Context: an optimization exercise on an open-source flow, tuned for small area. The choices shown serve that exercise and are no tape-out recipe. At most, simulation tests tie the RTL to the original design; equivalence was not proved. Power and IR drop assume default switching activity.

== old ==
==> module Lab5, before the edit <==
module Lab5(input sys_clk, input [5:0] num, input [1:0] op, input do_op, input reset, output [6:0] HEX1, output [6:0] HEX0);
localparam [9:0] LK_S    = 10'd4;
localparam [9:0] LK_E    = 10'd520;    
localparam [9:0] LK_EMSK = 10'd503;    
localparam [9:0] LK_NZ   = 10'd447;    
localparam [9:0] LK_INV  = 10'b1010101010;
reg [5:0] ring [0:14];
reg [5:0] cur_n;
reg [5:0] tos_n;
reg       tos_ok;
reg [3:0] top;
reg [3:0] rix;
reg [9:0] lks;
wire [5:0] cur = ~cur_n;
wire [5:0] tos = ~tos_n;
wire [9:0] lk  = lks ^ LK_INV;
wire stale  = |(lk & LK_NZ);
wire lk_end = (lk & LK_EMSK) == (LK_E & LK_EMSK);
wire acc    = ~stale & ~do_op;
wire push   = op[1] & ~op[0];
wire pop    = ~op[1] & op[0];
wire full   = &top;
wire empty  = ~|top;
wire pushok = acc & push & ~full;
wire popok  = acc & pop & ~empty;
wire popacc = acc & pop;
wire match  = (rix == 4'b0001);
wire fetch  = match & ~tos_ok & ~pushok;
integer i;
always @(posedge sys_clk) begin
	for (i = 0; i < 14; i = i + 1)
		ring[i] <= ring[i+1];
	ring[14] <= match ? tos : ring[0];
end
wire       c_num  = reset & pushok;
wire       c_tos  = reset & popok;
wire       c_hold = reset & ~pushok & ~popacc;
wire [5:0] cur_d  = ({6{c_num}} & num) | ({6{c_tos}} & tos) | ({6{c_hold}} & cur);
wire       t_hold = ~pushok & ~fetch;
wire [5:0] tos_d  = ({6{pushok}} & num) | ({6{fetch}} & ring[0]) | ({6{t_hold}} & tos);
wire [3:0] rf1 = {rix[2:0], rix[3] ^ rix[2]};
wire [3:0] rf2 = {rix[1:0], rix[3] ^ rix[2], rix[2] ^ rix[1]};
wire       r_s1 = reset & ~pushok & ~popok;
wire       r_s2 = reset & popok;
wire       r_h  = reset & pushok;
wire [3:0] rix_d = ({4{r_h}} & rix) | ({4{r_s1}} & rf1) | ({4{r_s2}} & rf2) | {3'b000, ~reset};
wire       tch = pushok | popok;
wire [3:0] top_d;
assign top_d[0] = reset & (top[0] ^ tch);
assign top_d[1] = reset & (top[1] ^ (tch & (pushok ? top[0] : ~top[0])));
assign top_d[2] = reset & (top[2] ^ (tch & (pushok ? &top[1:0] : ~|top[1:0])));
assign top_d[3] = reset & (top[3] ^ (tch & (pushok ? &top[2:0] : ~|top[2:0])));
wire       lk_kill = ~reset | lk_end;
wire [9:0] lk_d = ({10{~lk_kill}} & {lk[8:0], lk[9] ^ lk[2]}) | ({10{reset & acc}} & LK_S);
always @(posedge sys_clk) begin
	cur_n  <= ~cur_d;
	tos_n  <= ~tos_d;
	tos_ok <= pushok | (~popacc & (tos_ok | fetch));
	rix    <= rix_d;
	top    <= top_d;
	lks    <= lk_d ^ LK_INV;
end
wire [2:0] tens = cur / 6'd10;
wire [3:0] ones = cur % 6'd10;
function [6:0] seg(input [3:0] d);
	case (d)
		4'd0: seg = 7'b1000000;
		4'd1: seg = 7'b1111001;
		4'd2: seg = 7'b0100100;
		4'd3: seg = 7'b0110000;
		4'd4: seg = 7'b0011001;
		4'd5: seg = 7'b0010010;
		4'd6: seg = 7'b0000010;
		4'd7: seg = 7'b1111000;
		4'd8: seg = 7'b0000000;
		4'd9: seg = 7'b0010000;
		default: seg = 7'b1111111;
	endcase
endfunction
assign HEX1 = seg({1'b0, tens});
assign HEX0 = seg(ones);
endmodule
Settings: LEC_CHECK=0, ABC_AREA=1, CAP_MARGIN=20, CORE_MARGIN=2, CORE_UTILIZATION=60, SLEW_MARGIN=20; clock period 6.0 ns.
standard.sh (not shown) runs the stock make flow with config.mk's settings and CLKGATE_MAP_FILE= SYNTH_SCRIPT=/design/flow/synth_recipe.tcl, a recipe that flattens the netlist after the stock synthesis.
==> flow/flow/run.sh <==
#!/bin/bash
# Own layout flow: the standard ORFS flow (standard.sh) with
#  - synthesis as standard.sh runs it, except that ABC maps the logic with
#    the area-oriented script in flow/abc_area.script (a copy of ORFS's
#    scripts folder with that one file replaced) and adders are left to ABC
#    (ADDER_MAP_FILE empty) instead of being mapped to ha/fa cells;
#  - CTS without dummy loads, with clkbuf_4 clock buffers;
#  - input/output ports buffered with buf_1.
# Each step's full output goes to its own log file in the work folder.
set -euo pipefail
cd "$(dirname "$0")/.."
W=$PWD
rm -rf "$W/scripts_own"
cp -r "$FLOW_HOME/scripts" "$W/scripts_own"
cp "$W/flow/abc_area.script" "$W/scripts_own/abc_area.script"
CTS="-sink_clustering_enable -repair_clock_nets -dont_use_dummy_load -buf_list {sky130_fd_sc_hd__clkbuf_4}"
bash standard.sh "SCRIPTS_DIR=$W/scripts_own" "ADDER_MAP_FILE=" synth > flow_synth.log 2>&1
bash standard.sh "SCRIPTS_DIR=$W/scripts_own" "ADDER_MAP_FILE=" "CTS_ARGS=$CTS" "BUFFER_PORTS_ARGS=-buffer_cell sky130_fd_sc_hd__buf_1" finish > flow_layout.log 2>&1
==> flow/flow/abc_area.script <==
strash
&get -n
&fraig -x
&put
scorr
dc2
strash
dch -f
amap
strash
&get -n
&dch -f
&nf -R 1000
&put
Relative to old, the following input files were edited for new:
==> flow/design.v <==
module Lab5(input sys_clk, input [5:0] num, input [1:0] op, input do_op, input reset, output [6:0] HEX1, output [6:0] HEX0);
localparam [9:0] LK_S    = 10'd4;
localparam [9:0] LK_E    = 10'd520;    
localparam [9:0] LK_EMSK = 10'd503;    
localparam [9:0] LK_NZ   = 10'd447;    
localparam [9:0] LK_INV  = 10'b1010101010;
localparam [3:0] R_TOP   = 4'b0001;
localparam [3:0] R_BELOW = 4'b1100;
reg [5:0] ring [0:13];
reg [5:0] cur_n;
reg [5:0] tos_n;
reg       pw;              
reg       pf;              
reg [3:0] top;
reg [3:0] rix;
reg [9:0] lks;
wire [5:0] cur = ~cur_n;
wire [5:0] tos = ~tos_n;
wire [9:0] lk  = lks ^ LK_INV;
wire stale  = |(lk & LK_NZ);
wire lk_end = (lk & LK_EMSK) == (LK_E & LK_EMSK);
wire acc    = ~stale & ~do_op;
wire push   = op[1] & ~op[0];
wire pop    = ~op[1] & op[0];
wire full   = &top;
wire empty  = ~|top;
wire pushok = acc & push & ~full;
wire popok  = acc & pop & ~empty;
wire popacc = acc & pop;
wire wr     = pw & (rix == R_BELOW);
wire fetch  = pf & (rix == R_TOP) & ~wr;
integer i;
always @(posedge sys_clk) begin
	for (i = 0; i < 13; i = i + 1)
		ring[i] <= ring[i+1];
	ring[13] <= wr ? tos : ring[0];
end
wire       c_num  = reset & pushok;
wire       c_tos  = reset & popok;
wire       c_hold = reset & ~pushok & ~popacc;
wire [5:0] cur_d  = ({6{c_num}} & num) | ({6{c_tos}} & tos) | ({6{c_hold}} & cur);
wire       t_hold = ~wr & ~fetch;
wire [5:0] tos_d  = ({6{wr}} & cur) | ({6{fetch}} & ring[0]) | ({6{t_hold}} & tos);
wire [3:0] rf1 = {~rix[3], rix[1:0], rix[2] ^ rix[1]};
wire [3:0] rf2 = {rix[3], rix[0], rix[2] ^ rix[1], rix[1] ^ rix[0]};
wire       r_s1 = reset & ~pushok & ~popok;
wire       r_s2 = reset & popok;
wire       r_h  = reset & pushok;
wire [3:0] rix_d = ({4{r_h}} & rix) | ({4{r_s1}} & rf1) | ({4{r_s2}} & rf2) | ({4{~reset}} & R_TOP);
wire       tch = pushok | popok;
wire [3:0] top_d;
assign top_d[0] = reset & (top[0] ^ tch);
assign top_d[1] = reset & (top[1] ^ (tch & (pushok ? top[0] : ~top[0])));
assign top_d[2] = reset & (top[2] ^ (tch & (pushok ? &top[1:0] : ~|top[1:0])));
assign top_d[3] = reset & (top[3] ^ (tch & (pushok ? &top[2:0] : ~|top[2:0])));
wire       lk_kill = ~reset | lk_end;
wire [9:0] lk_d = ({10{~lk_kill}} & {lk[8:0], lk[9] ^ lk[2]}) | ({10{reset & acc}} & LK_S);
always @(posedge sys_clk) begin
	cur_n  <= ~cur_d;
	tos_n  <= ~tos_d;
	pw     <= pushok | (pw & ~wr);
	pf     <= popok | (pf & ~fetch & ~pushok);
	rix    <= rix_d;
	top    <= top_d;
	lks    <= lk_d ^ LK_INV;
end
wire [2:0] tens = cur / 6'd10;
wire [3:0] ones = cur % 6'd10;
function [6:0] seg(input [3:0] d);
	case (d)
		4'd0: seg = 7'b1000000;
		4'd1: seg = 7'b1111001;
		4'd2: seg = 7'b0100100;
		4'd3: seg = 7'b0110000;
		4'd4: seg = 7'b0011001;
		4'd5: seg = 7'b0010010;
		4'd6: seg = 7'b0000010;
		4'd7: seg = 7'b1111000;
		4'd8: seg = 7'b0000000;
		4'd9: seg = 7'b0010000;
		default: seg = 7'b1111111;
	endcase
endfunction
assign HEX1 = seg({1'b0, tens});
assign HEX0 = seg(ones);
endmodule
--- outcome ---
old consumes more power than new.
Synthesized cell count: old and new compared, higher one is old
STATUS highest ir drop seen on vdd: new wins against old
In new the global routing met3 resource utilization turned out 1.3 points higher than in old.
new finished every step from synthesis to the final layout, and the layout passed the timing, design-rule and antenna checks.
Sort old and new by number of iterations in the first detailed-routing pass, descending, and old comes first.
old → new: area of all placed cells without fillers now smaller, leakage power now smaller, number of cells in the finished layout apart from fillers now smaller, number of sequential storage elements now smaller.
In the tables for old and new, non-clock buffer count reads lower with old.
new has core utilization below what old had.
Share of total power in combinational logic, old and new: smaller value in old
~same total negative setup slack in old and new
Only the layout flow was run in old; the RTL was not checked for function there.

## re-timing with driven ports
The flow's constraints put no driver on any port. The routed layouts listed below were extracted and timed again, unchanged, in two steps.
Step 1: set_driving_cell puts a clkbuf_16 on sys_clk and a buf_2 on each other input, an assumption about the parent block.
Step 2 moves the port delays by t, midway between the first and last clock arrival at a register: inputs arrive t later, outputs are due t later. That takes back most of the time a late clock gives input paths.
Three values: ideal ports, drivers, drivers and shift; two values: the first two.
run	shift t [ns]	slack for setup (ns)	hold WS [ns]	clock arrival spread, ns	worst register clock-pin slew, ns
old	0.496	0.790 / 0.763 / 1.259	0.311 / 0.311 / 0.311	0.041 / 0.040	0.10 / 0.10
new	0.467	1.596 / 1.572 / 2.039	0.291 / 0.291 / 0.291	0.043 / 0.042	0.10 / 0.10
After both steps setup and hold are still met in every run listed.
